What follows belongs to an exercise in optimizing a design on an open flow for a short achievable clock period; a production flow would make more cautious choices.
The RTL was checked by simulation tests, not by an equivalence proof against the original design.
No run shown here takes its clock network from TritonCTS; it comes from the design's own scripts or RTL.
The clock input has no modelled driver; a real chip could not lean on it and would need a root buffer or a full tree.
Power figures rest on the tool's default switching activity, not on a simulated workload.

===== design/flow/flow/run.sh =====
#!/bin/bash
# The standard ORFS flow (the standard.sh), except that the clock tree is a
# two-level tree built by flow/manual_cts.tcl (sourced as the PRE_CTS_TCL hook).
set -euo pipefail
here=$(pwd)
bash standard.sh synth > synth.log 2>&1
bash standard.sh floorplan > floorplan.log 2>&1
bash standard.sh place > place.log 2>&1
PRE_CTS_TCL=$here/flow/manual_cts.tcl bash standard.sh cts > cts.log 2>&1
grep -q "manual_cts: clock tree built" orfs/logs/sky130hd/systolic_array/base/4_1_cts.log
bash standard.sh finish > finish.log 2>&1

===== design/flow/flow/manual_cts.tcl =====
# Manual two-level clock tree: the clock port drives NROOT root buffers, each
# root drives the leaf buffers of one region, and each leaf buffer drives a
# cluster of about LEAF_SIZE neighbouring flip-flops.
set leaf_size [expr {[info exists ::env(MCTS_LEAF_SIZE)] ? $::env(MCTS_LEAF_SIZE) : 28}]
set nroot [expr {[info exists ::env(MCTS_NROOT)] ? $::env(MCTS_NROOT) : 4}]
set bufcell [expr {[info exists ::env(MCTS_BUF)] ? $::env(MCTS_BUF) : "sky130_fd_sc_hd__clkbuf_16"}]
set rootcell [expr {[info exists ::env(MCTS_ROOTBUF)] ? $::env(MCTS_ROOTBUF) : "sky130_fd_sc_hd__clkbuf_16"}]

# Output buffers: move each port's buffer next to the cell that drives it, so the
# buffer (not the flip-flop) drives the long wire to the pin.
if {![info exists ::env(MCTS_MOVE_OUTBUF)] || $::env(MCTS_MOVE_OUTBUF)} {
  set nmoved 0
  set blk [ord::get_db_block]
  foreach bt [$blk getBTerms] {
    if {[$bt getIoType] ne "OUTPUT"} continue
    set onet [$bt getNet]
    if {$onet eq "NULL"} continue
    set drv [$onet getFirstOutput]
    if {$drv eq "NULL"} continue
    set buf [$drv getInst]
    if {![string match *buf* [[$buf getMaster] getName]]} continue
    set ain [$buf findITerm A]
    if {$ain eq "NULL"} continue
    set inet [$ain getNet]
    if {$inet eq "NULL"} continue
    set src [$inet getFirstOutput]
    if {$src eq "NULL"} continue
    lassign [[$src getInst] getLocation] sx sy
    $buf setLocation $sx $sy
    incr nmoved
  }
  puts "manual_cts: moved $nmoved output buffers next to their drivers"
}

set block [ord::get_db_block]
set dbu [$block getDbUnitsPerMicron]
set clk_port_name [get_full_name [lindex [get_property [lindex [all_clocks] 0] sources] 0]]
set clknet [$block findNet $clk_port_name]

# sinks: every instance pin on the clock net, with its location in um
set sinks {}
foreach it [$clknet getITerms] {
  set inst [$it getInst]
  set bb [$inst getBBox]
  set x [expr {([$bb xMin] + [$bb xMax]) / 2.0 / $dbu}]
  set y [expr {([$bb yMin] + [$bb yMax]) / 2.0 / $dbu}]
  lappend sinks [list [$inst getName]/[[$it getMTerm] getName] $x $y]
}
set n [llength $sinks]
puts "manual_cts: $n sinks on $clk_port_name"

# split a list of {name x y} into groups of near-equal size on a grid
proc grid_split {items ngroups} {
  set xs [lsort -real [lmap i $items {lindex $i 1}]]
  set ys [lsort -real [lmap i $items {lindex $i 2}]]
  set w [expr {max(1.0, [lindex $xs end] - [lindex $xs 0])}]
  set h [expr {max(1.0, [lindex $ys end] - [lindex $ys 0])}]
  set nx [expr {max(1, int(round(sqrt($ngroups * $w / $h))))}]
  if {$nx > $ngroups} { set nx $ngroups }
  set ny [expr {int(ceil(double($ngroups) / $nx))}]
  set byx [lsort -real -index 1 $items]
  set m [llength $byx]
  set groups {}
  for {set i 0} {$i < $nx} {incr i} {
    set a [expr {$i * $m / $nx}]
    set b [expr {($i + 1) * $m / $nx - 1}]
    set col [lsort -real -index 2 [lrange $byx $a $b]]
    set mc [llength $col]
    # snake order so neighbouring groups stay close
    for {set j 0} {$j < $ny} {incr j} {
      set c [expr {$j * $mc / $ny}]
      set d [expr {($j + 1) * $mc / $ny - 1}]
      if {$d >= $c} { lappend groups [lrange $col $c $d] }
    }
  }
  return $groups
}

proc centroid {g} {
  set sx 0; set sy 0
  foreach i $g { set sx [expr {$sx + [lindex $i 1]}]; set sy [expr {$sy + [lindex $i 2]}] }
  return [list [expr {$sx / [llength $g]}] [expr {$sy / [llength $g]}]]
}

set nleaf [expr {int(ceil(double($n) / $leaf_size))}]
set leaves {}
set k 0
foreach g [grid_split $sinks $nleaf] {
  lassign [centroid $g] cx cy
  set pins [lmap i $g {get_pins [lindex $i 0]}]
  set name clkleaf_$k
  insert_buffer -buffer_cell $bufcell -net $clk_port_name -load_pins $pins -location [list $cx $cy] -buffer_name $name -net_name clknet_leaf_$k
  set drv [[[$block findITerm [lindex $g 0 0]] getNet] getFirstOutput]
  lappend leaves [list [[$drv getInst] getName]/A $cx $cy]
  incr k
}
puts "manual_cts: $k leaf buffers"
set k 0
foreach g [grid_split $leaves $nroot] {
  lassign [centroid $g] cx cy
  set pins [lmap i $g {get_pins [lindex $i 0]}]
  insert_buffer -buffer_cell $rootcell -net $clk_port_name -load_pins $pins -location [list $cx $cy] -buffer_name clkroot_$k -net_name clknet_root_$k
  incr k
}
puts "manual_cts: $k root buffers"
foreach net [$block getNets] {
  if {[string match clknet_* [$net getName]] || [$net getName] eq $clk_port_name} { $net setSigType CLOCK }
}
set_propagated_clock [all_clocks]

# The tree is complete: TritonCTS, which cts.tcl calls next, has nothing left to do.
rename clock_tree_synthesis triton_clock_tree_synthesis
proc clock_tree_synthesis {args} { puts "manual_cts: clock tree built by manual_cts.tcl" }

===== design/flow/standard.sh =====
#!/bin/bash
# synth_recipe.tcl (not shown) runs the flow's synth.tcl, then flattens the netlist and writes it again
# the make line also repeats each setting of config.mk as NAME=value (left out here)
make -C /OpenROAD-flow-scripts/flow DESIGN_CONFIG=/design/flow/config.mk WORK_HOME=/design/flow/orfs CLKGATE_MAP_FILE= SYNTH_SCRIPT=/design/flow/synth_recipe.tcl "${@:-finish}"

===== design/flow/config.mk =====
export PLATFORM = sky130hd
export DESIGN_NAME = systolic_array
export DESIGN_NICKNAME = systolic_array
export VERILOG_FILES = /design/flow/design.v
export SDC_FILE = /design/flow/constraint.sdc
export NUM_CORES = 4
export LEC_CHECK = 0
export ABC_AREA = 1
export CAP_MARGIN = 20
export CORE_MARGIN = 2
export CORE_UTILIZATION = 65
export PLACE_DENSITY = 0.75
export SETUP_SLACK_MARGIN = 3.2
export SLEW_MARGIN = 20

===== design/flow/constraint.sdc =====
create_clock -name core_clock -period 5.0 [get_ports {clk}]
set_input_delay 1.0000 -clock core_clock [delete_from_list [all_inputs] [get_ports {clk}]]
set_output_delay 1.0000 -clock core_clock [all_outputs]
set_load 0.01 [all_outputs]

===== design/flow/design.v =====
module pe (
    input clk,
    input rst,
    input ok,
    input [7:0] a,
    input [7:0] b,
    output reg [15:0] result
);
    reg [48:0] s1;
    reg [28:0] s2;
    wire pp0_0 = a[0] & b[0];
    wire pp0_1 = a[0] & b[1];
    wire pp0_2 = a[0] & b[2];
    wire pp0_3 = a[0] & b[3];
    wire pp0_4 = a[0] & b[4];
    wire pp0_5 = a[0] & b[5];
    wire pp0_6 = a[0] & b[6];
    wire pp0_7 = a[0] & b[7];
    wire pp1_0 = a[1] & b[0];
    wire pp1_1 = a[1] & b[1];
    wire pp1_2 = a[1] & b[2];
    wire pp1_3 = a[1] & b[3];
    wire pp1_4 = a[1] & b[4];
    wire pp1_5 = a[1] & b[5];
    wire pp1_6 = a[1] & b[6];
    wire pp1_7 = a[1] & b[7];
    wire pp2_0 = a[2] & b[0];
    wire pp2_1 = a[2] & b[1];
    wire pp2_2 = a[2] & b[2];
    wire pp2_3 = a[2] & b[3];
    wire pp2_4 = a[2] & b[4];
    wire pp2_5 = a[2] & b[5];
    wire pp2_6 = a[2] & b[6];
    wire pp2_7 = a[2] & b[7];
    wire pp3_0 = a[3] & b[0];
    wire pp3_1 = a[3] & b[1];
    wire pp3_2 = a[3] & b[2];
    wire pp3_3 = a[3] & b[3];
    wire pp3_4 = a[3] & b[4];
    wire pp3_5 = a[3] & b[5];
    wire pp3_6 = a[3] & b[6];
    wire pp3_7 = a[3] & b[7];
    wire pp4_0 = a[4] & b[0];
    wire pp4_1 = a[4] & b[1];
    wire pp4_2 = a[4] & b[2];
    wire pp4_3 = a[4] & b[3];
    wire pp4_4 = a[4] & b[4];
    wire pp4_5 = a[4] & b[5];
    wire pp4_6 = a[4] & b[6];
    wire pp4_7 = a[4] & b[7];
    wire pp5_0 = a[5] & b[0];
    wire pp5_1 = a[5] & b[1];
    wire pp5_2 = a[5] & b[2];
    wire pp5_3 = a[5] & b[3];
    wire pp5_4 = a[5] & b[4];
    wire pp5_5 = a[5] & b[5];
    wire pp5_6 = a[5] & b[6];
    wire pp5_7 = a[5] & b[7];
    wire pp6_0 = a[6] & b[0];
    wire pp6_1 = a[6] & b[1];
    wire pp6_2 = a[6] & b[2];
    wire pp6_3 = a[6] & b[3];
    wire pp6_4 = a[6] & b[4];
    wire pp6_5 = a[6] & b[5];
    wire pp6_6 = a[6] & b[6];
    wire pp6_7 = a[6] & b[7];
    wire pp7_0 = a[7] & b[0];
    wire pp7_1 = a[7] & b[1];
    wire pp7_2 = a[7] & b[2];
    wire pp7_3 = a[7] & b[3];
    wire pp7_4 = a[7] & b[4];
    wire pp7_5 = a[7] & b[5];
    wire pp7_6 = a[7] & b[6];
    wire pp7_7 = a[7] & b[7];
    wire xs1;
    wire xc2;
    assign xs1 = pp0_6 ^ pp1_5;
    assign xc2 = pp0_6 & pp1_5;
    wire xs3;
    wire xc4;
    assign xs3 = pp0_7 ^ pp1_6 ^ pp2_5;
    assign xc4 = (pp0_7 & pp1_6) | (pp2_5 & (pp0_7 ^ pp1_6));
    wire xs5;
    wire xc6;
    assign xs5 = pp3_4 ^ pp4_3;
    assign xc6 = pp3_4 & pp4_3;
    wire xs7;
    wire xc8;
    assign xs7 = pp1_7 ^ pp2_6 ^ pp3_5;
    assign xc8 = (pp1_7 & pp2_6) | (pp3_5 & (pp1_7 ^ pp2_6));
    wire xs9;
    wire xc10;
    assign xs9 = pp4_4 ^ pp5_3;
    assign xc10 = pp4_4 & pp5_3;
    wire xs11;
    wire xc12;
    assign xs11 = pp2_7 ^ pp3_6 ^ pp4_5;
    assign xc12 = (pp2_7 & pp3_6) | (pp4_5 & (pp2_7 ^ pp3_6));
    wire xs13;
    wire xc14;
    assign xs13 = pp0_4 ^ pp1_3;
    assign xc14 = pp0_4 & pp1_3;
    wire xs15;
    wire xc16;
    assign xs15 = pp0_5 ^ pp1_4 ^ pp2_3;
    assign xc16 = (pp0_5 & pp1_4) | (pp2_3 & (pp0_5 ^ pp1_4));
    wire xs17;
    wire xc18;
    assign xs17 = pp3_2 ^ pp4_1;
    assign xc18 = pp3_2 & pp4_1;
    wire xs19;
    wire xc20;
    assign xs19 = pp2_4 ^ pp3_3 ^ pp4_2;
    assign xc20 = (pp2_4 & pp3_3) | (pp4_2 & (pp2_4 ^ pp3_3));
    wire xs21;
    wire xc22;
    assign xs21 = pp5_1 ^ pp6_0 ^ xs1;
    assign xc22 = (pp5_1 & pp6_0) | (xs1 & (pp5_1 ^ pp6_0));
    wire xs23;
    wire xc24;
    assign xs23 = pp5_2 ^ pp6_1 ^ pp7_0;
    assign xc24 = (pp5_2 & pp6_1) | (pp7_0 & (pp5_2 ^ pp6_1));
    wire xs25;
    wire xc26;
    assign xs25 = xs3 ^ xs5 ^ xc2;
    assign xc26 = (xs3 & xs5) | (xc2 & (xs3 ^ xs5));
    wire xs27;
    wire xc28;
    assign xs27 = pp6_2 ^ pp7_1 ^ xs7;
    assign xc28 = (pp6_2 & pp7_1) | (xs7 & (pp6_2 ^ pp7_1));
    wire xs29;
    wire xc30;
    assign xs29 = xs9 ^ xc4 ^ xc6;
    assign xc30 = (xs9 & xc4) | (xc6 & (xs9 ^ xc4));
    wire xs31;
    wire xc32;
    assign xs31 = pp5_4 ^ pp6_3 ^ pp7_2;
    assign xc32 = (pp5_4 & pp6_3) | (pp7_2 & (pp5_4 ^ pp6_3));
    wire xs33;
    wire xc34;
    assign xs33 = xs11 ^ xc8 ^ xc10;
    assign xc34 = (xs11 & xc8) | (xc10 & (xs11 ^ xc8));
    wire xs35;
    wire xc36;
    assign xs35 = pp3_7 ^ pp4_6 ^ pp5_5;
    assign xc36 = (pp3_7 & pp4_6) | (pp5_5 & (pp3_7 ^ pp4_6));
    wire xs37;
    wire xc38;
    assign xs37 = pp6_4 ^ pp7_3 ^ xc12;
    assign xc38 = (pp6_4 & pp7_3) | (xc12 & (pp6_4 ^ pp7_3));
    wire xs39;
    wire xc40;
    assign xs39 = pp4_7 ^ pp5_6 ^ pp6_5;
    assign xc40 = (pp4_7 & pp5_6) | (pp6_5 & (pp4_7 ^ pp5_6));
    wire xs41;
    wire xc42;
    assign xs41 = s1[6] ^ s1[7];
    assign xc42 = s1[6] & s1[7];
    wire xs43;
    wire xc44;
    assign xs43 = s1[10] ^ s1[11] ^ s1[12];
    assign xc44 = (s1[10] & s1[11]) | (s1[12] & (s1[10] ^ s1[11]));
    wire xs45;
    wire xc46;
    assign xs45 = s1[14] ^ s1[15] ^ s1[16];
    assign xc46 = (s1[14] & s1[15]) | (s1[16] & (s1[14] ^ s1[15]));
    wire xs47;
    wire xc48;
    assign xs47 = s1[18] ^ s1[19] ^ s1[20];
    assign xc48 = (s1[18] & s1[19]) | (s1[20] & (s1[18] ^ s1[19]));
    wire xs49;
    wire xc50;
    assign xs49 = s1[22] ^ s1[23] ^ s1[24];
    assign xc50 = (s1[22] & s1[23]) | (s1[24] & (s1[22] ^ s1[23]));
    wire xs51;
    wire xc52;
    assign xs51 = s1[26] ^ s1[27] ^ s1[28];
    assign xc52 = (s1[26] & s1[27]) | (s1[28] & (s1[26] ^ s1[27]));
    wire xs53;
    wire xc54;
    assign xs53 = s1[30] ^ s1[31] ^ s1[32];
    assign xc54 = (s1[30] & s1[31]) | (s1[32] & (s1[30] ^ s1[31]));
    wire xs55;
    wire xc56;
    assign xs55 = s1[34] ^ s1[35] ^ s1[36];
    assign xc56 = (s1[34] & s1[35]) | (s1[36] & (s1[34] ^ s1[35]));
    wire xs57;
    wire xc58;
    assign xs57 = s1[38] ^ s1[39] ^ s1[40];
    assign xc58 = (s1[38] & s1[39]) | (s1[40] & (s1[38] ^ s1[39]));
    wire xs59;
    wire xc60;
    assign xs59 = s1[42] ^ s1[43] ^ s1[44];
    assign xc60 = (s1[42] & s1[43]) | (s1[44] & (s1[42] ^ s1[43]));
    wire xs61;
    wire xc62;
    assign xs61 = s1[3] ^ s1[4];
    assign xc62 = s1[3] & s1[4];
    wire xs63;
    wire xc64;
    assign xs63 = s1[8] ^ s1[9] ^ xs41;
    assign xc64 = (s1[8] & s1[9]) | (xs41 & (s1[8] ^ s1[9]));
    wire xs65;
    wire xc66;
    assign xs65 = s1[13] ^ xs43 ^ xc42;
    assign xc66 = (s1[13] & xs43) | (xc42 & (s1[13] ^ xs43));
    wire xs67;
    wire xc68;
    assign xs67 = s1[17] ^ xs45 ^ xc44;
    assign xc68 = (s1[17] & xs45) | (xc44 & (s1[17] ^ xs45));
    wire xs69;
    wire xc70;
    assign xs69 = s1[21] ^ xs47 ^ xc46;
    assign xc70 = (s1[21] & xs47) | (xc46 & (s1[21] ^ xs47));
    wire xs71;
    wire xc72;
    assign xs71 = s1[25] ^ xs49 ^ xc48;
    assign xc72 = (s1[25] & xs49) | (xc48 & (s1[25] ^ xs49));
    wire xs73;
    wire xc74;
    assign xs73 = s1[29] ^ xs51 ^ xc50;
    assign xc74 = (s1[29] & xs51) | (xc50 & (s1[29] ^ xs51));
    wire xs75;
    wire xc76;
    assign xs75 = s1[33] ^ xs53 ^ xc52;
    assign xc76 = (s1[33] & xs53) | (xc52 & (s1[33] ^ xs53));
    wire xs77;
    wire xc78;
    assign xs77 = s1[37] ^ xs55 ^ xc54;
    assign xc78 = (s1[37] & xs55) | (xc54 & (s1[37] ^ xs55));
    wire xs79;
    wire xc80;
    assign xs79 = s1[41] ^ xs57 ^ xc56;
    assign xc80 = (s1[41] & xs57) | (xc56 & (s1[41] ^ xs57));
    wire xs81;
    wire xc82;
    assign xs81 = s1[45] ^ xs59 ^ xc58;
    assign xc82 = (s1[45] & xs59) | (xc58 & (s1[45] ^ xs59));
    wire xs83;
    wire xc84;
    assign xs83 = s1[46] ^ s1[47] ^ xc60;
    assign xc84 = (s1[46] & s1[47]) | (xc60 & (s1[46] ^ s1[47]));
    wire h85;
    wire g86;
    assign h85 = s1[1] ^ s1[2];
    assign g86 = s1[1] & s1[2];
    wire h87;
    wire g88;
    assign h87 = s1[5] ^ xs61;
    assign g88 = s1[5] & xs61;
    wire h89;
    wire g90;
    assign h89 = xs63 ^ xc62;
    assign g90 = xs63 & xc62;
    wire h91;
    wire g92;
    assign h91 = xs65 ^ xc64;
    assign g92 = xs65 & xc64;
    wire h93;
    wire g94;
    assign h93 = xs67 ^ xc66;
    assign g94 = xs67 & xc66;
    wire h95;
    wire g96;
    assign h95 = xs69 ^ xc68;
    assign g96 = xs69 & xc68;
    wire h97;
    wire g98;
    assign h97 = xs71 ^ xc70;
    assign g98 = xs71 & xc70;
    wire h99;
    wire g100;
    assign h99 = xs73 ^ xc72;
    assign g100 = xs73 & xc72;
    wire h101;
    wire g102;
    assign h101 = xs75 ^ xc74;
    assign g102 = xs75 & xc74;
    wire h103;
    wire g104;
    assign h103 = xs77 ^ xc76;
    assign g104 = xs77 & xc76;
    wire h105;
    wire g106;
    assign h105 = xs79 ^ xc78;
    assign g106 = xs79 & xc78;
    wire h107;
    wire g108;
    assign h107 = xs81 ^ xc80;
    assign g108 = xs81 & xc80;
    wire h109;
    wire g110;
    assign h109 = xs83 ^ xc82;
    assign g110 = xs83 & xc82;
    wire h111;
    wire g112;
    assign h111 = s1[48] ^ xc84;
    assign g112 = s1[48] & xc84;
    wire [48:0] s1_d;
    assign s1_d[0] = pp0_0;
    assign s1_d[1] = pp0_1;
    assign s1_d[2] = pp1_0;
    assign s1_d[3] = pp0_2;
    assign s1_d[4] = pp1_1;
    assign s1_d[5] = pp2_0;
    assign s1_d[6] = pp0_3;
    assign s1_d[7] = pp1_2;
    assign s1_d[8] = pp2_1;
    assign s1_d[9] = pp3_0;
    assign s1_d[10] = pp2_2;
    assign s1_d[11] = pp3_1;
    assign s1_d[12] = pp4_0;
    assign s1_d[13] = xs13;
    assign s1_d[14] = pp5_0;
    assign s1_d[15] = xs15;
    assign s1_d[16] = xs17;
    assign s1_d[17] = xc14;
    assign s1_d[18] = xs19;
    assign s1_d[19] = xs21;
    assign s1_d[20] = xc16;
    assign s1_d[21] = xc18;
    assign s1_d[22] = xs23;
    assign s1_d[23] = xs25;
    assign s1_d[24] = xc20;
    assign s1_d[25] = xc22;
    assign s1_d[26] = xs27;
    assign s1_d[27] = xs29;
    assign s1_d[28] = xc24;
    assign s1_d[29] = xc26;
    assign s1_d[30] = xs31;
    assign s1_d[31] = xs33;
    assign s1_d[32] = xc28;
    assign s1_d[33] = xc30;
    assign s1_d[34] = xs35;
    assign s1_d[35] = xs37;
    assign s1_d[36] = xc32;
    assign s1_d[37] = xc34;
    assign s1_d[38] = pp7_4;
    assign s1_d[39] = xs39;
    assign s1_d[40] = xc36;
    assign s1_d[41] = xc38;
    assign s1_d[42] = pp5_7;
    assign s1_d[43] = pp6_6;
    assign s1_d[44] = pp7_5;
    assign s1_d[45] = xc40;
    assign s1_d[46] = pp6_7;
    assign s1_d[47] = pp7_6;
    assign s1_d[48] = pp7_7;
    wire [28:0] s2_d;
    assign s2_d[0] = s1[0];
    assign s2_d[1] = h85;
    assign s2_d[2] = g86;
    assign s2_d[3] = h87;
    assign s2_d[4] = g88;
    assign s2_d[5] = h89;
    assign s2_d[6] = g90;
    assign s2_d[7] = h91;
    assign s2_d[8] = g92;
    assign s2_d[9] = h93;
    assign s2_d[10] = g94;
    assign s2_d[11] = h95;
    assign s2_d[12] = g96;
    assign s2_d[13] = h97;
    assign s2_d[14] = g98;
    assign s2_d[15] = h99;
    assign s2_d[16] = g100;
    assign s2_d[17] = h101;
    assign s2_d[18] = g102;
    assign s2_d[19] = h103;
    assign s2_d[20] = g104;
    assign s2_d[21] = h105;
    assign s2_d[22] = g106;
    assign s2_d[23] = h107;
    assign s2_d[24] = g108;
    assign s2_d[25] = h109;
    assign s2_d[26] = g110;
    assign s2_d[27] = h111;
    assign s2_d[28] = g112;
    wire lg113;
    wire lt114;
    wire lp115;
    assign lg113 = (result[0] ^ s2[0]) & 1'b0;
    assign lt114 = (result[0] ^ s2[0]) | 1'b0;
    assign lp115 = (result[0] ^ s2[0]) ^ 1'b0;
    wire lg116;
    wire lt117;
    wire lp118;
    assign lg116 = (result[1] ^ s2[1]) & (result[0] & s2[0]);
    assign lt117 = (result[1] ^ s2[1]) | (result[0] & s2[0]);
    assign lp118 = (result[1] ^ s2[1]) ^ (result[0] & s2[0]);
    wire lg119;
    wire lt120;
    wire lp121;
    assign lg119 = (result[2] ^ s2[3]) & (result[1] ? (s2[1] | s2[2]) : s2[2]);
    assign lt120 = (result[2] ^ s2[3]) | (result[1] ? (s2[1] | s2[2]) : s2[2]);
    assign lp121 = (result[2] ^ s2[3]) ^ (result[1] ? (s2[1] | s2[2]) : s2[2]);
    wire lg122;
    wire lt123;
    wire lp124;
    assign lg122 = (result[3] ^ s2[5]) & (result[2] ? (s2[3] | s2[4]) : s2[4]);
    assign lt123 = (result[3] ^ s2[5]) | (result[2] ? (s2[3] | s2[4]) : s2[4]);
    assign lp124 = (result[3] ^ s2[5]) ^ (result[2] ? (s2[3] | s2[4]) : s2[4]);
    wire lg125;
    wire lt126;
    wire lp127;
    assign lg125 = (result[4] ^ s2[7]) & (result[3] ? (s2[5] | s2[6]) : s2[6]);
    assign lt126 = (result[4] ^ s2[7]) | (result[3] ? (s2[5] | s2[6]) : s2[6]);
    assign lp127 = (result[4] ^ s2[7]) ^ (result[3] ? (s2[5] | s2[6]) : s2[6]);
    wire lg128;
    wire lt129;
    wire lp130;
    assign lg128 = (result[5] ^ s2[9]) & (result[4] ? (s2[7] | s2[8]) : s2[8]);
    assign lt129 = (result[5] ^ s2[9]) | (result[4] ? (s2[7] | s2[8]) : s2[8]);
    assign lp130 = (result[5] ^ s2[9]) ^ (result[4] ? (s2[7] | s2[8]) : s2[8]);
    wire lg131;
    wire lt132;
    wire lp133;
    assign lg131 = (result[6] ^ s2[11]) & (result[5] ? (s2[9] | s2[10]) : s2[10]);
    assign lt132 = (result[6] ^ s2[11]) | (result[5] ? (s2[9] | s2[10]) : s2[10]);
    assign lp133 = (result[6] ^ s2[11]) ^ (result[5] ? (s2[9] | s2[10]) : s2[10]);
    wire lg134;
    wire lt135;
    wire lp136;
    assign lg134 = (result[7] ^ s2[13]) & (result[6] ? (s2[11] | s2[12]) : s2[12]);
    assign lt135 = (result[7] ^ s2[13]) | (result[6] ? (s2[11] | s2[12]) : s2[12]);
    assign lp136 = (result[7] ^ s2[13]) ^ (result[6] ? (s2[11] | s2[12]) : s2[12]);
    wire lg137;
    wire lt138;
    wire lp139;
    assign lg137 = (result[8] ^ s2[15]) & (result[7] ? (s2[13] | s2[14]) : s2[14]);
    assign lt138 = (result[8] ^ s2[15]) | (result[7] ? (s2[13] | s2[14]) : s2[14]);
    assign lp139 = (result[8] ^ s2[15]) ^ (result[7] ? (s2[13] | s2[14]) : s2[14]);
    wire lg140;
    wire lt141;
    wire lp142;
    assign lg140 = (result[9] ^ s2[17]) & (result[8] ? (s2[15] | s2[16]) : s2[16]);
    assign lt141 = (result[9] ^ s2[17]) | (result[8] ? (s2[15] | s2[16]) : s2[16]);
    assign lp142 = (result[9] ^ s2[17]) ^ (result[8] ? (s2[15] | s2[16]) : s2[16]);
    wire lg143;
    wire lt144;
    wire lp145;
    assign lg143 = (result[10] ^ s2[19]) & (result[9] ? (s2[17] | s2[18]) : s2[18]);
    assign lt144 = (result[10] ^ s2[19]) | (result[9] ? (s2[17] | s2[18]) : s2[18]);
    assign lp145 = (result[10] ^ s2[19]) ^ (result[9] ? (s2[17] | s2[18]) : s2[18]);
    wire lg146;
    wire lt147;
    wire lp148;
    assign lg146 = (result[11] ^ s2[21]) & (result[10] ? (s2[19] | s2[20]) : s2[20]);
    assign lt147 = (result[11] ^ s2[21]) | (result[10] ? (s2[19] | s2[20]) : s2[20]);
    assign lp148 = (result[11] ^ s2[21]) ^ (result[10] ? (s2[19] | s2[20]) : s2[20]);
    wire lg149;
    wire lt150;
    wire lp151;
    assign lg149 = (result[12] ^ s2[23]) & (result[11] ? (s2[21] | s2[22]) : s2[22]);
    assign lt150 = (result[12] ^ s2[23]) | (result[11] ? (s2[21] | s2[22]) : s2[22]);
    assign lp151 = (result[12] ^ s2[23]) ^ (result[11] ? (s2[21] | s2[22]) : s2[22]);
    wire lg152;
    wire lt153;
    wire lp154;
    assign lg152 = (result[13] ^ s2[25]) & (result[12] ? (s2[23] | s2[24]) : s2[24]);
    assign lt153 = (result[13] ^ s2[25]) | (result[12] ? (s2[23] | s2[24]) : s2[24]);
    assign lp154 = (result[13] ^ s2[25]) ^ (result[12] ? (s2[23] | s2[24]) : s2[24]);
    wire lg155;
    wire lt156;
    wire lp157;
    assign lg155 = (result[14] ^ s2[27]) & (result[13] ? (s2[25] | s2[26]) : s2[26]);
    assign lt156 = (result[14] ^ s2[27]) | (result[13] ? (s2[25] | s2[26]) : s2[26]);
    assign lp157 = (result[14] ^ s2[27]) ^ (result[13] ? (s2[25] | s2[26]) : s2[26]);
    wire lg158;
    wire lt159;
    wire lp160;
    assign lg158 = result[15] & (result[14] ? (s2[27] | s2[28]) : s2[28]);
    assign lt159 = result[15] | (result[14] ? (s2[27] | s2[28]) : s2[28]);
    assign lp160 = result[15] ^ (result[14] ? (s2[27] | s2[28]) : s2[28]);
    wire lH161;
    wire lT162;
    assign lH161 = lg116 | (lt114 & lg113);
    assign lT162 = lt114 & 1'b0;
    wire lH163;
    wire lT164;
    assign lH163 = lg119 | (lt117 & lg116);
    assign lT164 = lt117 & lt114;
    wire lH165;
    wire lT166;
    assign lH165 = lg122 | (lt120 & lg119);
    assign lT166 = lt120 & lt117;
    wire lH167;
    wire lT168;
    assign lH167 = lg125 | (lt123 & lg122);
    assign lT168 = lt123 & lt120;
    wire lH169;
    wire lT170;
    assign lH169 = lg128 | (lt126 & lg125);
    assign lT170 = lt126 & lt123;
    wire lH171;
    wire lT172;
    assign lH171 = lg131 | (lt129 & lg128);
    assign lT172 = lt129 & lt126;
    wire lH173;
    wire lT174;
    assign lH173 = lg134 | (lt132 & lg131);
    assign lT174 = lt132 & lt129;
    wire lH175;
    wire lT176;
    assign lH175 = lg137 | (lt135 & lg134);
    assign lT176 = lt135 & lt132;
    wire lH177;
    wire lT178;
    assign lH177 = lg140 | (lt138 & lg137);
    assign lT178 = lt138 & lt135;
    wire lH179;
    wire lT180;
    assign lH179 = lg143 | (lt141 & lg140);
    assign lT180 = lt141 & lt138;
    wire lH181;
    wire lT182;
    assign lH181 = lg146 | (lt144 & lg143);
    assign lT182 = lt144 & lt141;
    wire lH183;
    wire lT184;
    assign lH183 = lg149 | (lt147 & lg146);
    assign lT184 = lt147 & lt144;
    wire lH185;
    wire lT186;
    assign lH185 = lg152 | (lt150 & lg149);
    assign lT186 = lt150 & lt147;
    wire lH187;
    wire lT188;
    assign lH187 = lg155 | (lt153 & lg152);
    assign lT188 = lt153 & lt150;
    wire lH189;
    wire lT190;
    assign lH189 = lg158 | (lt156 & lg155);
    assign lT190 = lt156 & lt153;
    wire lH191;
    wire lT192;
    assign lH191 = lH163 | (lT164 & lg113);
    assign lT192 = lT164 & 1'b0;
    wire lH193;
    wire lT194;
    assign lH193 = lH165 | (lT166 & lH161);
    assign lT194 = lT166 & lT162;
    wire lH195;
    wire lT196;
    assign lH195 = lH167 | (lT168 & lH163);
    assign lT196 = lT168 & lT164;
    wire lH197;
    wire lT198;
    assign lH197 = lH169 | (lT170 & lH165);
    assign lT198 = lT170 & lT166;
    wire lH199;
    wire lT200;
    assign lH199 = lH171 | (lT172 & lH167);
    assign lT200 = lT172 & lT168;
    wire lH201;
    wire lT202;
    assign lH201 = lH173 | (lT174 & lH169);
    assign lT202 = lT174 & lT170;
    wire lH203;
    wire lT204;
    assign lH203 = lH175 | (lT176 & lH171);
    assign lT204 = lT176 & lT172;
    wire lH205;
    wire lT206;
    assign lH205 = lH177 | (lT178 & lH173);
    assign lT206 = lT178 & lT174;
    wire lH207;
    wire lT208;
    assign lH207 = lH179 | (lT180 & lH175);
    assign lT208 = lT180 & lT176;
    wire lH209;
    wire lT210;
    assign lH209 = lH181 | (lT182 & lH177);
    assign lT210 = lT182 & lT178;
    wire lH211;
    wire lT212;
    assign lH211 = lH183 | (lT184 & lH179);
    assign lT212 = lT184 & lT180;
    wire lH213;
    wire lT214;
    assign lH213 = lH185 | (lT186 & lH181);
    assign lT214 = lT186 & lT182;
    wire lH215;
    wire lT216;
    assign lH215 = lH187 | (lT188 & lH183);
    assign lT216 = lT188 & lT184;
    wire lH217;
    wire lT218;
    assign lH217 = lH189 | (lT190 & lH185);
    assign lT218 = lT190 & lT186;
    wire lH219;
    wire lT220;
    assign lH219 = lH195 | (lT196 & lg113);
    assign lT220 = lT196 & 1'b0;
    wire lH221;
    wire lT222;
    assign lH221 = lH197 | (lT198 & lH161);
    assign lT222 = lT198 & lT162;
    wire lH223;
    wire lT224;
    assign lH223 = lH199 | (lT200 & lH191);
    assign lT224 = lT200 & lT192;
    wire lH225;
    wire lT226;
    assign lH225 = lH201 | (lT202 & lH193);
    assign lT226 = lT202 & lT194;
    wire lH227;
    wire lT228;
    assign lH227 = lH203 | (lT204 & lH195);
    assign lT228 = lT204 & lT196;
    wire lH229;
    wire lT230;
    assign lH229 = lH205 | (lT206 & lH197);
    assign lT230 = lT206 & lT198;
    wire lH231;
    wire lT232;
    assign lH231 = lH207 | (lT208 & lH199);
    assign lT232 = lT208 & lT200;
    wire lH233;
    wire lT234;
    assign lH233 = lH209 | (lT210 & lH201);
    assign lT234 = lT210 & lT202;
    wire lH235;
    wire lT236;
    assign lH235 = lH211 | (lT212 & lH203);
    assign lT236 = lT212 & lT204;
    wire lH237;
    wire lT238;
    assign lH237 = lH213 | (lT214 & lH205);
    assign lT238 = lT214 & lT206;
    wire lH239;
    wire lT240;
    assign lH239 = lH215 | (lT216 & lH207);
    assign lT240 = lT216 & lT208;
    wire lH241;
    wire lT242;
    assign lH241 = lH217 | (lT218 & lH209);
    assign lT242 = lT218 & lT210;
    wire lH243;
    wire lT244;
    assign lH243 = lH227 | (lT228 & lg113);
    assign lT244 = lT228 & 1'b0;
    wire lH245;
    wire lT246;
    assign lH245 = lH229 | (lT230 & lH161);
    assign lT246 = lT230 & lT162;
    wire lH247;
    wire lT248;
    assign lH247 = lH231 | (lT232 & lH191);
    assign lT248 = lT232 & lT192;
    wire lH249;
    wire lT250;
    assign lH249 = lH233 | (lT234 & lH193);
    assign lT250 = lT234 & lT194;
    wire lH251;
    wire lT252;
    assign lH251 = lH235 | (lT236 & lH219);
    assign lT252 = lT236 & lT220;
    wire lH253;
    wire lT254;
    assign lH253 = lH237 | (lT238 & lH221);
    assign lT254 = lT238 & lT222;
    wire lH255;
    wire lT256;
    assign lH255 = lH239 | (lT240 & lH223);
    assign lT256 = lT240 & lT224;
    wire lH257;
    wire lT258;
    assign lH257 = lH241 | (lT242 & lH225);
    assign lT258 = lT242 & lT226;
    wire ls259;
    assign ls259 = lp118 ^ (lt114 & lg113);
    wire ls260;
    assign ls260 = lp121 ^ (lt117 & lH161);
    wire ls261;
    assign ls261 = lp124 ^ (lt120 & lH191);
    wire ls262;
    assign ls262 = lp127 ^ (lt123 & lH193);
    wire ls263;
    assign ls263 = lp130 ^ (lt126 & lH219);
    wire ls264;
    assign ls264 = lp133 ^ (lt129 & lH221);
    wire ls265;
    assign ls265 = lp136 ^ (lt132 & lH223);
    wire ls266;
    assign ls266 = lp139 ^ (lt135 & lH225);
    wire ls267;
    assign ls267 = lp142 ^ (lt138 & lH243);
    wire ls268;
    assign ls268 = lp145 ^ (lt141 & lH245);
    wire ls269;
    assign ls269 = lp148 ^ (lt144 & lH247);
    wire ls270;
    assign ls270 = lp151 ^ (lt147 & lH249);
    wire ls271;
    assign ls271 = lp154 ^ (lt150 & lH251);
    wire ls272;
    assign ls272 = lp157 ^ (lt153 & lH253);
    wire ls273;
    assign ls273 = lp160 ^ (lt156 & lH255);
    wire [15:0] acc_x = {ls273, ls272, ls271, ls270, ls269, ls268, ls267, ls266, ls265, ls264, ls263, ls262, ls261, ls260, ls259, lp115};
    wire [15:0] acc_y = {1'b0, 1'b0, 1'b0, 1'b0, 1'b0, 1'b0, 1'b0, 1'b0, 1'b0, 1'b0, 1'b0, 1'b0, 1'b0, 1'b0, 1'b0, 1'b0};
    always @(posedge clk) s1 <= s1_d;
    always @(posedge clk or posedge rst) begin
        if (rst) begin
            s2 <= 0;
            result <= 0;
        end else begin
            s2 <= ok ? s2_d : 0;
            result <= acc_x;
        end
    end
endmodule
module systolic_array
#(
    parameter DATA_BIT = 8
)
(
    input [DATA_BIT-1:0] input_west0,
    input [DATA_BIT-1:0] input_west4,
    input [DATA_BIT-1:0] input_west8,
    input [DATA_BIT-1:0] input_west12,
    input [DATA_BIT-1:0] input_north0,
    input [DATA_BIT-1:0] input_north1,
    input [DATA_BIT-1:0] input_north2,
    input [DATA_BIT-1:0] input_north3,
    input clk,
    input rst,
    output reg done,
    output [2*DATA_BIT-1:0] result0, result1, result2, result3,
                            result4, result5, result6, result7,
                            result8, result9, result10, result11,
                            result12, result13, result14, result15
);
    reg [3:0] count;
    reg [7:0] wd0_0, wd0_1, wd0_2, wd1_0, wd1_1, wd1_2, wd2_0, wd2_1, wd2_2, wd3_0, wd3_1, wd3_2;
    reg [7:0] nd0_0, nd0_1, nd0_2, nd1_0, nd1_1, nd1_2, nd2_0, nd2_1, nd2_2, nd3_0, nd3_1, nd3_2;
    always @(posedge clk) begin
            wd0_0 <= input_west0;  wd0_1 <= wd0_0; wd0_2 <= wd0_1;
            wd1_0 <= input_west4;  wd1_1 <= wd1_0; wd1_2 <= wd1_1;
            wd2_0 <= input_west8;  wd2_1 <= wd2_0; wd2_2 <= wd2_1;
            wd3_0 <= input_west12; wd3_1 <= wd3_0; wd3_2 <= wd3_1;
            nd0_0 <= input_north0; nd0_1 <= nd0_0; nd0_2 <= nd0_1;
            nd1_0 <= input_north1; nd1_1 <= nd1_0; nd1_2 <= nd1_1;
            nd2_0 <= input_north2; nd2_1 <= nd2_0; nd2_2 <= nd2_1;
            nd3_0 <= input_north3; nd3_1 <= nd3_0; nd3_2 <= nd3_1;
    end
    reg [3:0] vld;
    always @(posedge clk or posedge rst) begin
        if (rst) vld <= 4'b0;
        else vld <= {vld[2:0], 1'b1};
    end
    pe P0 (.clk(clk), .rst(rst), .ok(vld[0]), .a(input_north0), .b(input_west0), .result(result0));
    pe P1 (.clk(clk), .rst(rst), .ok(vld[1]), .a(input_north1), .b(wd0_0), .result(result1));
    pe P2 (.clk(clk), .rst(rst), .ok(vld[2]), .a(input_north2), .b(wd0_1), .result(result2));
    pe P3 (.clk(clk), .rst(rst), .ok(vld[3]), .a(input_north3), .b(wd0_2), .result(result3));
    pe P4 (.clk(clk), .rst(rst), .ok(vld[1]), .a(nd0_0), .b(input_west4), .result(result4));
    pe P5 (.clk(clk), .rst(rst), .ok(vld[1]), .a(nd1_0), .b(wd1_0), .result(result5));
    pe P6 (.clk(clk), .rst(rst), .ok(vld[2]), .a(nd2_0), .b(wd1_1), .result(result6));
    pe P7 (.clk(clk), .rst(rst), .ok(vld[3]), .a(nd3_0), .b(wd1_2), .result(result7));
    pe P8 (.clk(clk), .rst(rst), .ok(vld[2]), .a(nd0_1), .b(input_west8), .result(result8));
    pe P9 (.clk(clk), .rst(rst), .ok(vld[2]), .a(nd1_1), .b(wd2_0), .result(result9));
    pe P10 (.clk(clk), .rst(rst), .ok(vld[2]), .a(nd2_1), .b(wd2_1), .result(result10));
    pe P11 (.clk(clk), .rst(rst), .ok(vld[3]), .a(nd3_1), .b(wd2_2), .result(result11));
    pe P12 (.clk(clk), .rst(rst), .ok(vld[3]), .a(nd0_2), .b(input_west12), .result(result12));
    pe P13 (.clk(clk), .rst(rst), .ok(vld[3]), .a(nd1_2), .b(wd3_0), .result(result13));
    pe P14 (.clk(clk), .rst(rst), .ok(vld[3]), .a(nd2_2), .b(wd3_1), .result(result14));
    pe P15 (.clk(clk), .rst(rst), .ok(vld[3]), .a(nd3_2), .b(wd3_2), .result(result15));
    always @(posedge clk or posedge rst) begin
        if (rst) begin
            done <= 0;
            count <= 0;
        end else begin
            if (count == 9) begin
                done <= 1;
                count <= 0;
            end else begin
                done <= 0;
                count <= count + 1;
            end
        end
    end
endmodule

==> impl_metrics.ini, run 1 <==
[status]
status = timing/DRC/antenna clean

[route]
drtIter0Drc = 4203
ant_nets = 0
drcViolationCount = 0
routedWlPerCell_um = 17.8
num_vias = 66600
dr.pass1.iters = 6
viasPerCell = 4.98
routed_wl_mm = 238

[timing]
period_share_pct = 43.3
slew_headroom_pct = 16.3
rsz0062_at_grt = true
worst_slew_pin_slew_ps = 1260
fmax_mhz = 462
final.setup.tns_ps = 0
finalMaxSlewViolations = 0
layout_min_cycle_time_ps = 2160
finalHoldViolCount = 0
setup_viol = 0
fin_worst_skew_ps = 34.4

[global_routing]
antenna_found_initial = 13
grt_pass1_vias = 67100
grtUsageMet3_pct = 4.26
use_met2_pct = 53.7
met1_usage_pct = 39.3
grt-busiest-layer = met2
overflow = 0
grtUsageTotal_pct = 30.7
grt_max_degree = 144
grt_pass1_wl_mm = 349

[setup_path]
r2r_start = P2.result[7]
cp_slowest_cell = dfrtp_1
rr_worst_depth = 13
cp-endpoint = result1[7]
worstPathRequired_ps = 4000
crit_start = P1.result[7]
r2r_end = P2.result[14]
rrSetupSlack_ps = 2860
crit_path_max_incr_delay_ps = 460
crit_type = register to output port
cp_max_fo = 2
crit_chain = buf_6
timing.critical_path.buf_inv = 1
start_kind = register
worstSetupEndpointType = output port
critical-path-top-delay-family = flip-flops
cp.depth = 1
arrival_ps = 1160

[synth]
synth-edff-count = 0
ys.flop_type = dfxtp_1
netlist_instances = 10900
syn_area_um2 = 91000
ys_warn_count = 2
yosys_register_bits = 1705
synth_seq_area_share_pct = 41.5
synthArstFlopShare_pct = 42.8
yosysUniqueCellTypes = 30
syn-mean-instance-area_um2 = 8.37
syn-num-nets = 12200

[power_and_ir_drop]
leakage_nw = 64.4
power.internal_mw = 35.4
powerDensity_nw_per_um2 = 565
finalPower_mw = 63.5
p_switching_mw = 28.1
comb_power_share_pct = 60.4
p_seq_share_pct = 29.3
clkPwrFrac_pct = 10.4
switching_share_pct = 44.3
ir_drop_v = 0.000566

[final_layout]
finalNonFillerCells = 13400
fill_cells = 8446
areaGrowthSynthToFinish_pct = 23.6
final_common_cell = inv_1
fin_nets = 12900
final_util_pct = 80.8
multi_input_area_um2 = 48700
final_cell_mix = 2,718 x inv_1, 2,192 x nand2_1, 724 x dfrtp_1
drive_above_1_share_pct = 32.9
regArea_um2 = 38400

[floorplanning]
die_x_um = 378
die_h_um = 378
fp.dieArea_um2 = 143000
ios = 323
start_util_pct = 65.4
placementRows = 137
core-area_um2 = 139000

[placed_design]
dp_cells = 12800
io_buffers = 322
place.gp.congestion = 0.922
dp_hpwl_mm = 160

[clock_network]
insertion_delay_ps = 550
cts_hold_buf = 0
clk_pin_slew_ps = 120

[flow_run]
maxCapViolations = 0

[worst_hold_path]
hp-class = register to register
## stage by stage
step | hold WS, ps | cell area [um2] | setup WS (ps)
after floorplan | 329 | 92000 | -5990
after global placement | 398 | 96000 | 1780
after detailed placement | 408 | 96000 | 1740
after CTS | 422 | 104000 | 2860
after global routing | 432 | 112000 | 2770
final | 419 | 112000 | 2840
## area by class of cell, clock buffers not listed
cell class | instances | share of cell area, %
Tap cell | 1876 | 2.09
Multi-Input combinational cell | 5381 | 43.4
Inverter | 3469 | 11.6
Timing Repair Buffer | 854 | 7.29
Antenna cell | 6 | 0.0134
Sequential cell | 1705 | 34.1
## cell families after synthesis
kind of cell	synth area share, %
xor gates and xnor gates	2.95
other	0.00412
DFF	41.5
adders and majority gates	22.7
AOI/OAI and AO/OA	2.23
and+or+nand+nor	15.0
buffers and inverters	15.6
## cell usage after synthesis (64+ instances only)
library cell | instances | share of area, %
dfrtp_1 | 729 | 20
ha_1 | 752 | 10
nor2_1 | 423 | 1.7
nand3_1 | 104 | 0.57
o21ai_0 | 79 | 0.43
nand3b_1 | 64 | 0.53
inv_1 | 3429 | 14
fa_1 | 560 | 12
a21oi_1 | 228 | 1.3
xor2_1 | 257 | 2.5
nand2_2 | 101 | 0.69
dfxtp_1 | 976 | 21
nand2_1 | 2606 | 11
clkbuf_1 | 280 | 1.2
## worst min path at each step
| stage | from | endpoint | slack, ps | cells after the start |
|---|---|---|---|---|
| after detailed placement | P7.s1[0] | P7.s2[0] | 410 | 2 |
| after CTS | P7.s1[0] | P7.s2[0] | 420 | 2 |
| after global routing | wd1_0[7] | wd1_1[7] | 430 | 0 |
| after global placement | P7.s1[0] | P7.s2[0] | 400 | 2 |
| final | P9.s1[0] | P9.s2[0] | 420 | 2 |
| after floorplan | nd0_0[0] | nd0_1[0] | 330 | 0 |
## power groups by stage
stage	Combinational [mW]	Sequential, mW	Clock, mW
after floorplan	16.4	18.4	0
after global placement	23.1	18.8	0
after detailed placement	23.8	18.9	0
after CTS	29.3	18.2	6.60
after global routing	41.8	18.8	7.08
final	38.3	18.6	6.59
## what timing repair did
| item | CTS | global route |
|---|---|---|
| pin swaps | 610 | 596 |
| endpoints found under the setup margin | 1400 | 859 |
| gates cloned | 2 | 3 |
| setup buffers | 331 | 175 |
| gates resized for setup | 3078 | 2063 |
## layer usage
layer / up-vias / share of wire (%) / wire length, um
met3: 570 / 5.8 / 13800
li1: 31300 / - / -
met5: - / 0.012 / 29
met2: 1942 / 50 / 120000
met4: 4 / 4.8 / 11400
met1: 32800 / 39 / 93500
==> inputs of run 2 (changes only) <==
--- a/design/flow/flow/manual_cts.tcl
+++ b/design/flow/flow/manual_cts.tcl
@@ -6,4 +6,22 @@
 set bufcell [expr {[info exists ::env(MCTS_BUF)] ? $::env(MCTS_BUF) : "sky130_fd_sc_hd__clkbuf_16"}]
 set rootcell [expr {[info exists ::env(MCTS_ROOTBUF)] ? $::env(MCTS_ROOTBUF) : "sky130_fd_sc_hd__clkbuf_16"}]
+
+# Port buffers that an earlier step left as delay cells become plain buffers.
+if {![info exists ::env(MCTS_FIX_IOBUF)] || $::env(MCTS_FIX_IOBUF)} {
+  set nfix 0
+  foreach bt [[ord::get_db_block] getBTerms] {
+    set n [$bt getNet]
+    if {$n eq "NULL"} continue
+    foreach it [$n getITerms] {
+      set inst [$it getInst]
+      set mname [[$inst getMaster] getName]
+      if {[string match *clkdlybuf* $mname] || [string match *dlygate* $mname] || [string match *dlymetal* $mname]} {
+        replace_cell [$inst getName] sky130_fd_sc_hd__buf_6
+        incr nfix
+      }
+    }
+  }
+  puts "manual_cts: $nfix port buffers made plain buffers"
+}
 
 # Output buffers: move each port's buffer next to the cell that drives it, so the
@@ -58,14 +76,17 @@
   set nx [expr {max(1, int(round(sqrt($ngroups * $w / $h))))}]
   if {$nx > $ngroups} { set nx $ngroups }
-  set ny [expr {int(ceil(double($ngroups) / $nx))}]
   set byx [lsort -real -index 1 $items]
   set m [llength $byx]
   set groups {}
+  set start 0
   for {set i 0} {$i < $nx} {incr i} {
-    set a [expr {$i * $m / $nx}]
-    set b [expr {($i + 1) * $m / $nx - 1}]
-    set col [lsort -real -index 2 [lrange $byx $a $b]]
+    # column i gets ny groups and a matching share of the items
+    set g0 [expr {$i * $ngroups / $nx}]
+    set g1 [expr {($i + 1) * $ngroups / $nx}]
+    set ny [expr {$g1 - $g0}]
+    set end [expr {$g1 * $m / $ngroups}]
+    set col [lsort -real -index 2 [lrange $byx $start [expr {$end - 1}]]]
+    set start $end
     set mc [llength $col]
-    # snake order so neighbouring groups stay close
     for {set j 0} {$j < $ny} {incr j} {
       set c [expr {$j * $mc / $ny}]
--- a/design/flow/config.mk
+++ b/design/flow/config.mk
@@ -11,4 +11,4 @@
 export CORE_UTILIZATION = 65
 export PLACE_DENSITY = 0.75
-export SETUP_SLACK_MARGIN = 3.2
+export SETUP_SLACK_MARGIN = 2.95
 export SLEW_MARGIN = 20
==> impl_metrics.ini, run 2 <==
[final_layout]
final_cell_mix = 3,386 x inv_1, 2,544 x nand2_1, 907 x dfxtp_1
final_common_cell = inv_1
fin_nets = 12600
fin_area_um2 = 102000
areaGrowthSynthToFinish_pct = 12.0
drive_above_1_share_pct = 12.2

[placed_design]
place.gp.congestion = 0.916
dp_hpwl_mm = 156
placed_cell_area_um2 = 95800
io_buffers = 322

[synth]
synth-xor-area-share_pct = 2.95
synth-edff-count = 0
synth_compound_area_share_pct = 2.23
syn-num-nets = 12200
yosys_register_bits = 1705
netlist_instances = 10900
ys.flop_type = dfxtp_1
ys_warn_count = 2
yosysTopAreaCell = dfxtp_1
synth_seq_area_share_pct = 41.5
synth_common_cells = 3,429 x inv_1, 2,606 x nand2_1, 976 x dfxtp_1
syn_area_um2 = 91000
synthArstFlopShare_pct = 42.8
yosysUniqueCellTypes = 30
yosys.area_share.simple_pct = 15.0
yosysTopAreaCellShare_pct = 21.5
synthAdderAreaFrac_pct = 22.7
synth.most_common_cell = inv_1
synth_area_leaders = dfxtp_1 21%, dfrtp_1 20%, inv_1 14%
syn-mean-instance-area_um2 = 8.37
synthMuxAreaShare_pct = 0
synth_top_family_by_area = adder cells

[flow_run]
maxCapViolations = 0

[timing]
finalHoldViolCount = 0
slew_headroom_pct = 38.3
final.setup.tns_ps = 0
setup_viol = 0
fin_worst_skew_ps = 33.0
finalMaxSlewViolations = 0
period_share_pct = 42.1
worst_slew_pin_slew_ps = 926
layout_min_cycle_time_ps = 2100
fmax_mhz = 475
rsz0062_at_grt = true

[global_routing]
grtUsageTotal_pct = 28.9
overflow = 0
grt_max_degree = 156
antenna_found_initial = 3
grt_pass1_vias = 64500
grt_pass1_wl_mm = 330

[status]
status = timing/DRC/antenna clean

[route]
dr.pass1.iters = 9
viasPerCell = 4.79
ant_nets = 0
routed_wl_mm = 207
num_vias = 62800
routedWlPerCell_um = 15.8
drcViolationCount = 0
drtIter0Drc = 3671

[floorplanning]
fp.dieArea_um2 = 143000
die_h_um = 378
ios = 323
placementRows = 137
die_x_um = 378
core-area_um2 = 139000
start_util_pct = 65.4

[setup_path]
crit_type = register to output port
critical-path-top-delay-family = flip-flops
crit_path_max_incr_delay_ps = 430
worstPathRequired_ps = 4000
crit_chain = buf_6
cp_max_fo = 2
start_kind = register
arrival_ps = 1100
rr_worst_depth = 7
cp.depth = 1
cp_slowest_cell = dfrtp_2
timing.critical_path.buf_inv = 1
worstSetupEndpointType = output port

[power_and_ir_drop]
p_seq_share_pct = 34.3
switching_share_pct = 42.5
clkPwrFrac_pct = 12.0
power.internal_mw = 30.6
p_switching_mw = 22.5
comb_power_share_pct = 53.7
leakage_nw = 62.7
powerDensity_nw_per_um2 = 521
ir_drop_v = 0.000386

[clock_network]
cts_hold_buf = 0
clk_pin_slew_ps = 120
insertion_delay_ps = 540

[worst_hold_path]
hp-class = register to register
min_path_cells = 2
## run 2: cell counts after synthesis
Identical to the previous run, type by type.
## run 2: what timing repair did
item	in CTS	in global routing
buffers inserted	240	47
gates resized for setup	34	450
pin swaps	29	196
endpoints found under the setup margin	342	523
## run 2: cells by family after synthesis
family	Yosys count
xor+xnor	306
other cells	1
compound gates	370
flops	1705
fa+ha+maj	1312
buf+inv	3777
simple gates	3392
## run 2: per-layer routing
| metal | track usage (%) | share of wire [%] |
|---|---|---|
| met5 | 0 | 0.011 |
| met4 | 6.98 | 3.0 |
| met3 | 3.08 | 4.6 |
| met2 | 51.9 | 50 |
| met1 | 37.4 | 42 |
## run 2: tightest hold or removal path, delay by kind of cell, from the launching register on
family        cells  cell delay [ps]
buf+inv           1               30
flops             1              320
simple gates      1               50
## run 2: cell type report, clock buffers not listed
class / count / area (um2)
multi-input cells: 5381 / 40900
flip-flops and latches: 1705 / 37900
fillers: 10500 / 37300
inverters: 3469 / 13000
repair buffers: 628 / 6030
well taps: 1876 / 2350
diodes: 1 / 2.50
## run 2: power by group through the flow
stage | registers (mW) | logic (mW) | clock network (mW)
5_1_grt | 18.5 | 32.1 | 6.97
6_report | 18.2 | 28.5 | 6.39
4_1_cts | 18.0 | 26.6 | 6.50
3_5_place_dp | 18.9 | 23.8 | 0
3_3_place_gp | 18.8 | 23.0 | 0
2_1_floorplan | 18.4 | 16.4 | 0
## run 2: metrics by stage
| step | setup slack (ps) | hold WS (ps) | power, mW | cells | utilization (%) |
|---|---|---|---|---|---|
| after floorplan | -5990 | 329 | 34.8 | 10900 | - |
| after global placement | 1840 | 400 | 41.8 | 12800 | 68.9 |
| final | 2900 | 417 | 53.1 | 13100 | 73.2 |
| after global routing | 2840 | 426 | 57.5 | 13100 | 73.2 |
| after detailed placement | 1830 | 402 | 42.6 | 12800 | 68.9 |
| after CTS | 2850 | 416 | 51.1 | 13100 | 71.7 |
## run 2: path summary, 6_finish.rpt
check,start,endpoint,slack (ps)
hold reg to reg,P4.s1[0],P4.s2[0],420
min in group asynchronous,rst,P3.s2[24],550
setup / recovery,P10.result[4],result10[4],2900
hold / removal,P4.s1[0],P4.s2[0],420
max in group asynchronous,rst,vld[2],3120
setup reg to reg,P12.s1[10],P12.s2[7],2960

## port drivers added, routing unchanged
The flow's constraints put no driver on any port. The routed layouts listed below were extracted and timed again, unchanged, in two steps.
Step 1 (the two cells are an assumption about what drives the block):
set clk [get_ports {clk}]
set_driving_cell -lib_cell sky130_fd_sc_hd__clkbuf_16 $clk
set_driving_cell -lib_cell sky130_fd_sc_hd__buf_2 [delete_from_list [all_inputs] $clk]
Step 2 adds t to the input delays and takes it off the output delays; t is the mean of the earliest and latest rising clock arrival at the registers after step 1. Input paths then give back, and output paths get back, about the clock's delay inside the block.
Three values: ideal ports, drivers, drivers and shift; two values: the first two.
run | t, ns | slack for setup (ns) | worst data-port slew with drivers (ns) | cell pins on the clock port's net
run 1 | 0.706 | 2.837 / 2.664 / 2.451 | 0.18 | 4
run 2 | 0.694 | 2.897 / 2.724 / 2.432 | 0.17 | 4
After both steps setup and hold are still met in every run listed. For run 2, which loses most, drivers alone change the setup slack by -0.173 ns; drivers and shift together by -0.465 ns.
